What follows belongs to an exercise in optimizing a design on an open flow for small area and a short achievable clock period; a production flow would make more cautious choices.
Only simulation tests tie the RTL to the original design; equivalence was not proved.
Power and IR drop assume default switching activity.

==> flow/design.v (excerpt) <==
module mac(
  input clk,
  input rst,
  input signed [7:0] in_a,
  input signed [7:0] in_b,
  output logic signed [15:0] out);
Size: about 300 cells after synthesis, about 34 I/O pins.
Settings: LEC_CHECK=0, CAP_MARGIN=20, CORE_MARGIN=2, CORE_UTILIZATION=40, SETUP_SLACK_MARGIN=1.4, SLEW_MARGIN=20; clock period 4.2 ns.
standard.sh (not shown) runs the stock make flow with config.mk's settings and CLKGATE_MAP_FILE= SYNTH_SCRIPT=/design/flow/synth_recipe.tcl, a recipe that flattens the netlist after the stock synthesis.
==> flow/flow/run.sh <==
#!/bin/bash
# Standard layout flow, unchanged; each tool's output goes to its own log.
set -e
bash standard.sh > standard.log 2>&1
Change:
==> flow/run.sh (new file) <==
#!/bin/bash
# synth_recipe.tcl (not shown) runs the flow's synth.tcl, then flattens the netlist and writes it again
# the make line also repeats each setting of config.mk as NAME=value (left out here)
make -C /OpenROAD-flow-scripts/flow DESIGN_CONFIG=/design/flow/config.mk WORK_HOME=/design/flow/orfs CLKGATE_MAP_FILE= SYNTH_SCRIPT=/design/flow/synth_recipe.tcl finish
SETUP_SLACK_MARGIN = 2.0   (was 1.4)
removed: flow/flow/run.sh
removed: flow/standard.sh
=> The changed run went through all stages and came out clean; cell count rose by about 1.8%; setup slack is worse by 0.021 ns; sequential share of layout area fell by 2.4 points; power went up by 18%; worst hold slack stays flat; first-iteration DRC count rises by 7.9%; die area stays the same; fmax went down by 0.73%.
Change:
SETUP_SLACK_MARGIN = not set   (was 2.0)
The new run completed with no timing, DRC or antenna violations.
Count of clock-buffer cells in the layout goes down by 1.
Worst setup slack gets worse by 0.54 ns.
Clock skew goes down by 0.0094 ns.
Global-route usage goes down by 1.6 points.
Worst hold slack gets better by 0.034 ns.
Change:
SETUP_SLACK_MARGIN = 1.4   (was not set)
After rerunning: The new run passed the timing, DRC and antenna checks; wire length increases by 1.9%; sequential power is about the same; flip-flop and latch count is unchanged; clock power drops by 22%.
Change:
==> flow/flow/run.sh (new file) <==
#!/bin/bash
# Standard layout flow with plain buf_1 cells as the port buffers (repair
# still upsizes them where timing needs it); each tool's output goes to its own log.
set -e
bash standard.sh "BUFFER_PORTS_ARGS=-buffer_cell sky130_fd_sc_hd__buf_1" finish > standard.log 2>&1
==> flow/standard.sh (new file) <==
#!/bin/bash
# synth_recipe.tcl (not shown) runs the flow's synth.tcl, then flattens the netlist and writes it again
# the make line also repeats each setting of config.mk as NAME=value (left out here)
make -C /OpenROAD-flow-scripts/flow DESIGN_CONFIG=/design/flow/config.mk WORK_HOME=/design/flow/orfs CLKGATE_MAP_FILE= SYNTH_SCRIPT=/design/flow/synth_recipe.tcl "${@:-finish}"
removed: flow/run.sh
=> The changed run ran to the end with no violations; cell area is lower by a few percent; core utilization fell by 1.9 points; hold slack degrades by 0.0065 ns; non-clock buffer count drops by 5; total power is higher slightly; global-route usage goes up by 0.19 points.

========
Another version of the RTL of mac (not shown whole).
Size in the first run: ~42 flip-flops, about 34 I/O pins, roughly 2900 um^2 of cells after synthesis.
export LEC_CHECK = 0
export CAP_MARGIN = 20
export CORE_MARGIN = 2
export CORE_UTILIZATION = 40
export SETUP_SLACK_MARGIN = 1.4
export SLEW_MARGIN = 20
export TNS_END_PERCENT = 0
create_clock -name core_clock -period 4.2 [get_ports {clk}]
==> flow/flow/run.sh <==
#!/bin/bash
# The standard layout flow (standard.sh), with these make variables:
# - SYNTH_ARGS=-noabc: Yosys's synth skips its early abc -fast, so the full
#   adders written out in the RTL reach extract_fa without added inverters
#   (the final abc mapping still runs).
# - SYNTH_OPERATIONS_ARGS=-nofsm: replaces the default Kogge-Stone extra map
#   for $lcu with nothing (-nofsm is already set), so + uses Yosys's own
#   Brent-Kung carry network, which is smaller.
# - BUFFER_PORTS_ARGS: the port buffers are buf_1 cells (repair still upsizes
#   them where timing needs it).
# - CTS_ARGS: ORFS's default CTS arguments plus -dont_use_dummy_load.
# make's output goes to standard.log; each ORFS step logs to orfs/logs/.
set -e
bash standard.sh SYNTH_ARGS=-noabc SYNTH_OPERATIONS_ARGS=-nofsm "BUFFER_PORTS_ARGS=-buffer_cell sky130_fd_sc_hd__buf_1" "CTS_ARGS=-sink_clustering_enable -repair_clock_nets -dont_use_dummy_load" finish > standard.log 2>&1
Next try:
Settings changed: CORE_UTILIZATION 40 to 60, PLACE_DENSITY set to 0.75, TNS_END_PERCENT 0 to unset.
What happened:
- synthesized area is unchanged
- wire length shrinks by about 6%
- clock power stays flat
- total power grows by about 3%
- cell area grows by about 0.9%
Next try:
Settings changed: CORE_UTILIZATION 60 to 40, PLACE_DENSITY 0.75 to unset, SETUP_SLACK_MARGIN 1.4 to 1.3.
Result: Via count drops by 1.8%; power drops by 5.2%; synthesized area is unchanged; die area climbs by 47%; design area drops by 2.7%; flip-flop and latch count is unchanged; clock skew barely changes; count of clock-buffer cells in the layout stays the same; wire length climbs by 8.1%.
Next try:
Settings changed: SETUP_SLACK_MARGIN 1.3 to 1.4, TNS_END_PERCENT set to 30.
Core utilization climbs by 1.1 points. Final area is higher by 2.5%. Final cell count is unchanged. Wire length decreases by 7.2%. Via count went down by 2.5%. Critical path depth is unchanged. Fmax went up by 3.7%.

========
RTL: one of the versions met above, not the one the previous note started from.
For scale: roughly 300 cells after synthesis, roughly 34 I/O pins.
clock: 4.2 ns
lec_check: 0
cap_margin: 20
core_margin: 2
core_utilization: 40
setup_slack_margin: 1.7
slew_margin: 20
run.sh (not shown) runs the stock make flow with config.mk's settings and CLKGATE_MAP_FILE= SYNTH_SCRIPT=/design/flow/synth_recipe.tcl, a recipe that flattens the netlist after the stock synthesis.
Stock flow here: none of the scripts above is used.
The starting point finished with timing, DRC and antenna clean.
Edit:
==> flow/flow/run.sh (new file) <==
#!/bin/bash
# Standard layout flow with plain buf_1 cells as the port buffers and area
# recovery on paths with slack; each tool's output goes to its own log.
set -e
bash standard.sh "BUFFER_PORTS_ARGS=-buffer_cell sky130_fd_sc_hd__buf_1" RECOVER_POWER=100 finish > standard.log 2>&1
==> flow/standard.sh (new file) <==
#!/bin/bash
# synth_recipe.tcl (not shown) runs the flow's synth.tcl, then flattens the netlist and writes it again
# the make line also repeats each setting of config.mk as NAME=value (left out here)
make -C /OpenROAD-flow-scripts/flow DESIGN_CONFIG=/design/flow/config.mk WORK_HOME=/design/flow/orfs CLKGATE_MAP_FILE= SYNTH_SCRIPT=/design/flow/synth_recipe.tcl "${@:-finish}"
Settings changed: SETUP_SLACK_MARGIN 1.7 to 1.4.
removed: flow/run.sh
Effect:
- The changed run passed the timing, DRC and antenna checks
- first-iteration DRC count went down by 13%
- utilization goes down by 4.8 points
- via count falls by about 1.3%
- power decreases by 6.6%
- flip-flop and latch count is unchanged
Edit:
==> flow/run.sh (new file) <==
#!/bin/bash
# synth_recipe.tcl (not shown) runs the flow's synth.tcl, then flattens the netlist and writes it again
# the make line also repeats each setting of config.mk as NAME=value (left out here)
make -C /OpenROAD-flow-scripts/flow DESIGN_CONFIG=/design/flow/config.mk WORK_HOME=/design/flow/orfs CLKGATE_MAP_FILE= SYNTH_SCRIPT=/design/flow/synth_recipe.tcl finish
Settings changed: SETUP_SLACK_MARGIN 1.4 to 1.0.
removed: flow/flow/run.sh
removed: flow/standard.sh
Effect: Synthesized cell count is unchanged; power came out higher by 1.9%; utilization came out higher by 0.44 points; fmax barely changes.
Edit:
Settings changed: SETUP_SLACK_MARGIN 1.0 to 0.6.
Outcome:
- The new run completed without violations
- cell count stays the same
- worst hold slack barely changes
- power went up by about 0.33%
- first-iteration DRC count shrinks by about 5%
- count of clock-buffer cells in the layout is unchanged
- die area is unchanged
- register-to-register slack stays flat
- setup slack degrades by 320 ps
- wire length shrinks by about 0.6%
- final area grows by about 1.5%
- sequential share of layout area shrinks by 0.38 points

========
## sierra
Another version of the RTL of mac (not shown whole).
Size: ~520 cells after synthesis, about 46 flip-flops, ~34 I/O pins, roughly 4200 um2 of cells after synthesis.
export LEC_CHECK = 0
export CAP_MARGIN = 20
export CORE_MARGIN = 2
export CORE_UTILIZATION = 40
export SETUP_SLACK_MARGIN = 1.4
export SLEW_MARGIN = 20
create_clock -name core_clock -period 4.2 [get_ports {clk}]
standard.sh (not shown) runs the stock make flow with config.mk's settings and CLKGATE_MAP_FILE= SYNTH_SCRIPT=/design/flow/synth_recipe.tcl, a recipe that flattens the netlist after the stock synthesis.
==> flow/flow/run.sh <==
#!/bin/bash
# Standard layout flow with two changes: Yosys's synth runs with -noabc, so
# the full adders written in the RTL reach extract_fa without the inverters
# abc -fast would add, CTS adds no dummy loads, and the port buffers are plain buf_1 cells (repair
# still upsizes them where timing needs it). Each tool's output is logged.
set -e
bash standard.sh ADDER_MAP_FILE= "BUFFER_PORTS_ARGS=-buffer_cell sky130_fd_sc_hd__buf_1" "CTS_ARGS=-sink_clustering_enable -repair_clock_nets -dont_use_dummy_load" finish > standard.log 2>&1
For indigo, these inputs were changed with respect to sierra:
# sierra
export LEC_CHECK = 0
export CAP_MARGIN = 20
export CORE_MARGIN = 2
export CORE_UTILIZATION = 40
export SETUP_SLACK_MARGIN = 1.4
export SLEW_MARGIN = 20
create_clock -name core_clock -period 4.2 [get_ports {clk}]
# indigo
export LEC_CHECK = 0
export CAP_MARGIN = 20
export CORE_MARGIN = 2
export CORE_UTILIZATION = 40
export SETUP_SLACK_MARGIN = 1.5
export SLEW_MARGIN = 20
create_clock -name core_clock -period 4.2 [get_ports {clk}]
-- flow/flow/run.sh --
<<< sierra, line 6
set -e
bash standard.sh ADDER_MAP_FILE= "BUFFER_PORTS_ARGS=-buffer_cell sky130_fd_sc_hd__buf_1" "CTS_ARGS=-sink_clustering_enable -repair_clock_nets -dont_use_dummy_load" finish > standard.log 2>&1
>>> indigo, line 6
set -e
bash standard.sh SYNTH_ARGS=-noabc "BUFFER_PORTS_ARGS=-buffer_cell sky130_fd_sc_hd__buf_1" "CTS_ARGS=-sink_clustering_enable -repair_clock_nets -dont_use_dummy_load" finish > standard.log 2>&1
Notes after the runs:
Core utilization in indigo is 2.7 points higher than in sierra. indigo vs sierra on worst hold slack: indigo is the lower one. Higher minimum setup slack in the final design among indigo and sierra: sierra. Diff sierra -> indigo: logic gate share of total power fell by 6.1 points; register area share after synthesis rose by 7.2 points; cell area after layout fell by about 20%. Clock transition at the register clock pins on the worst setup and hold paths after CTS (lower): indigo.
Changes in juniper relative to indigo:
-- flow/flow/run.sh --
<<< indigo, line 6
set -e
bash standard.sh SYNTH_ARGS=-noabc "BUFFER_PORTS_ARGS=-buffer_cell sky130_fd_sc_hd__buf_1" "CTS_ARGS=-sink_clustering_enable -repair_clock_nets -dont_use_dummy_load" finish > standard.log 2>&1
>>> juniper, line 6
set -e
bash standard.sh SYNTH_ARGS=-noabc SYNTH_OPERATIONS_ARGS=-nofsm "BUFFER_PORTS_ARGS=-buffer_cell sky130_fd_sc_hd__buf_1" "CTS_ARGS=-sink_clustering_enable -repair_clock_nets -dont_use_dummy_load" finish > standard.log 2>&1
juniper and indigo all finish clean. Sort juniper and indigo by core utilization, descending, and juniper comes first. juniper vs indigo — number of global-route vias before repair dropped 205. [compare] base=indigo new=juniper: final cell count now sits lower; number of well-tap cells placed went down about 3%.
diff inputs: juniper => maple
# juniper
export LEC_CHECK = 0
export CAP_MARGIN = 20
export CORE_MARGIN = 2
export CORE_UTILIZATION = 40
export SETUP_SLACK_MARGIN = 1.5
export SLEW_MARGIN = 20
create_clock -name core_clock -period 4.2 [get_ports {clk}]
# maple
export LEC_CHECK = 0
export CAP_MARGIN = 20
export CORE_MARGIN = 2
export CORE_UTILIZATION = 40
export SETUP_SLACK_MARGIN = 1.4
export SLEW_MARGIN = 20
create_clock -name core_clock -period 4.2 [get_ports {clk}]
-- flow/flow/run.sh --
<<< juniper, line 6
set -e
bash standard.sh SYNTH_ARGS=-noabc SYNTH_OPERATIONS_ARGS=-nofsm "BUFFER_PORTS_ARGS=-buffer_cell sky130_fd_sc_hd__buf_1" "CTS_ARGS=-sink_clustering_enable -repair_clock_nets -dont_use_dummy_load" finish > standard.log 2>&1
>>> maple, line 6
set -e
bash standard.sh ADDER_MAP_FILE= SYNTH_ARGS=-noabc "BUFFER_PORTS_ARGS=-buffer_cell sky130_fd_sc_hd__buf_1" "CTS_ARGS=-sink_clustering_enable -repair_clock_nets -dont_use_dummy_load" finish > standard.log 2>&1
### Flow results
maple gives more global-route usage than juniper did. Effective utilization at floorplan (higher): juniper. Looking at maple and juniper, the delay of the slowest cell on the worst path is a wash. Tapcell count (maple vs. juniper) increases by more than a quarter. maple: shortest clock period the worst path allows after layout 20 ps below juniper. For number of hold violations in the final report, juniper and maple come out practically identical. Going from juniper to maple, total power consumption of the routed design climbed 690 uW, part of the total power dissipated in the clock network dropped 3.6 points, violation count after the first detailed-routing iteration climbed 76, total setup violations reported at the end of the flow barely changed. Re sequential share of layout area: maple is 5.8 points down on juniper.
Changes in violet relative to maple:
==> flow/run.sh (new file) <==
#!/bin/bash
# synth_recipe.tcl (not shown) runs the flow's synth.tcl, then flattens the netlist and writes it again
# the make line also repeats each setting of config.mk as NAME=value (left out here)
make -C /OpenROAD-flow-scripts/flow DESIGN_CONFIG=/design/flow/config.mk WORK_HOME=/design/flow/orfs CLKGATE_MAP_FILE= SYNTH_SCRIPT=/design/flow/synth_recipe.tcl finish
removed: flow/flow/run.sh
removed: flow/standard.sh
## What came out
Fmax (violet vs. maple) decreases slightly. The post-detailed-route via-to-cell ratio in violet sits 0.43 below the value recorded for maple. violet vs maple — count of mapped cells out of synthesis dropped by more than a quarter. Global routing met1 resource utilization, violet and maple, lower one = maple. Changes observed in violet relative to maple: final instance count without filler cells has decreased; arrival time of the worst setup path has increased. Power per standard cell area of violet falls short of that of maple slightly. violet vs maple on sum of routed wire length over all layers: violet is the lower one. The time the worst path needs with I/O delays and setup of violet is higher than that of maple. Compare violet and maple | area enclosed by the die boundary lower: violet.
#### Input delta (yarrow over violet)
# violet
export LEC_CHECK = 0
export CAP_MARGIN = 20
export CORE_MARGIN = 2
export CORE_UTILIZATION = 40
export SETUP_SLACK_MARGIN = 1.4
export SLEW_MARGIN = 20
create_clock -name core_clock -period 4.2 [get_ports {clk}]
# yarrow
export LEC_CHECK = 0
export CAP_MARGIN = 20
export CORE_MARGIN = 2
export CORE_UTILIZATION = 40
export SETUP_SLACK_MARGIN = 1.2
export SLEW_MARGIN = 20
create_clock -name core_clock -period 4.2 [get_ports {clk}]
==> flow/flow/run.sh (new file) <==
#!/bin/bash
# Standard layout flow with two changes: Yosys's synth runs with -noabc, so
# the full adders written in the RTL reach extract_fa without the inverters
# abc -fast would add, and the port buffers are plain buf_1 cells (repair
# still upsizes them where timing needs it). Each tool's output is logged.
set -e
bash standard.sh SYNTH_ARGS=-noabc "BUFFER_PORTS_ARGS=-buffer_cell sky130_fd_sc_hd__buf_1" finish > standard.log 2>&1
==> flow/standard.sh (new file) <==
#!/bin/bash
# synth_recipe.tcl (not shown) runs the flow's synth.tcl, then flattens the netlist and writes it again
# the make line also repeats each setting of config.mk as NAME=value (left out here)
make -C /OpenROAD-flow-scripts/flow DESIGN_CONFIG=/design/flow/config.mk WORK_HOME=/design/flow/orfs CLKGATE_MAP_FILE= SYNTH_SCRIPT=/design/flow/synth_recipe.tcl "${@:-finish}"
removed: flow/run.sh
==> summary.txt <==
Re layout filler cell count: yarrow is 1.4% down on violet.
Sort yarrow and violet by fraction of power consumed by combinational cells asc -> top: yarrow
Non-clock buffer count in yarrow vs violet: down 2

## re-timing with driven ports
The results above use ideal ports. As a check the final layouts listed here were re-extracted and re-timed, cells and wires unchanged. Step 1 (the two cells are an assumption about what drives the block):
set clk [get_ports {clk}]
set_driving_cell -lib_cell sky130_fd_sc_hd__clkbuf_16 $clk
set_driving_cell -lib_cell sky130_fd_sc_hd__buf_2 [delete_from_list [all_inputs] $clk]
Step 2, shift: input delay + t, output delay - t, t = (earliest + latest rising clock arrival at the registers) / 2. This alone moves slack from input paths to output paths. a / b / c = ideal ports / drivers / drivers and shift; a / b = the first two.
| run | t (ns) | setup WS [ns] | worst setup path at the end | slew at the worst register clock pin (ns) |
|---|---|---|---|---|
| the first run of note 1 | 0.316 | 1.290 / 1.274 / 0.958 | input to register | 0.08 / 0.08 |
| the second run of note 1 | 0.322 | 1.269 / 1.252 / 0.930 | input to register | 0.09 / 0.09 |
| the third run of note 1 | 0.319 | 0.731 / 0.736 / 0.417 | input to register | 0.09 / 0.09 |
| the fourth run of note 1 | 0.316 | 1.290 / 1.274 / 0.958 | input to register | 0.08 / 0.08 |
| the fifth run of note 1 | 0.317 | 1.269 / 1.258 / 0.941 | input to register | 0.09 / 0.09 |
| the first run of note 2 | 0.305 | 1.396 / 1.407 / 1.102 | input to register | 0.07 / 0.07 |
| the second run of note 2 | 0.305 | 1.454 / 1.456 / 1.151 | input to register | 0.07 / 0.07 |
| the third run of note 2 | 0.303 | 1.324 / 1.330 / 1.027 | input to register | 0.07 / 0.07 |
| the fourth run of note 2 | 0.309 | 1.426 / 1.427 / 1.118 | input to register | 0.08 / 0.08 |
| the first run of note 3 | 0.323 | 1.266 / 1.244 / 0.921 | input to register | 0.09 / 0.09 |
| the second run of note 3 | 0.317 | 1.052 / 1.057 / 0.741 | input to register | 0.09 / 0.09 |
| the third run of note 3 | 0.317 | 1.054 / 1.060 / 0.744 | input to register | 0.09 / 0.09 |
| the fourth run of note 3 | 0.319 | 0.731 / 0.736 / 0.417 | input to register | 0.09 / 0.09 |
| sierra | 0.325 | 1.572 / 1.579 / 1.254 | input to register | 0.10 / 0.10 |
| indigo | 0.311 | 1.474 / 1.463 / 1.152 | input to register | 0.09 / 0.09 |
| juniper | 0.314 | 1.449 / 1.437 / 1.123 | input to register | 0.09 / 0.09 |
| maple | 0.316 | 1.470 / 1.470 / 1.198 | input to register | 0.08 / 0.08 |
| violet | 0.317 | 1.445 / 1.440 / 1.124 | input to register | 0.09 / 0.09 |
| yarrow | 0.323 | 1.263 / 1.265 / 0.943 | input to register | 0.08 / 0.08 |
After both steps setup and hold are still met in every run listed. The setup slack of the first run of note 3, which loses most, moves by -0.022 ns with the drivers and by -0.345 ns with both steps.
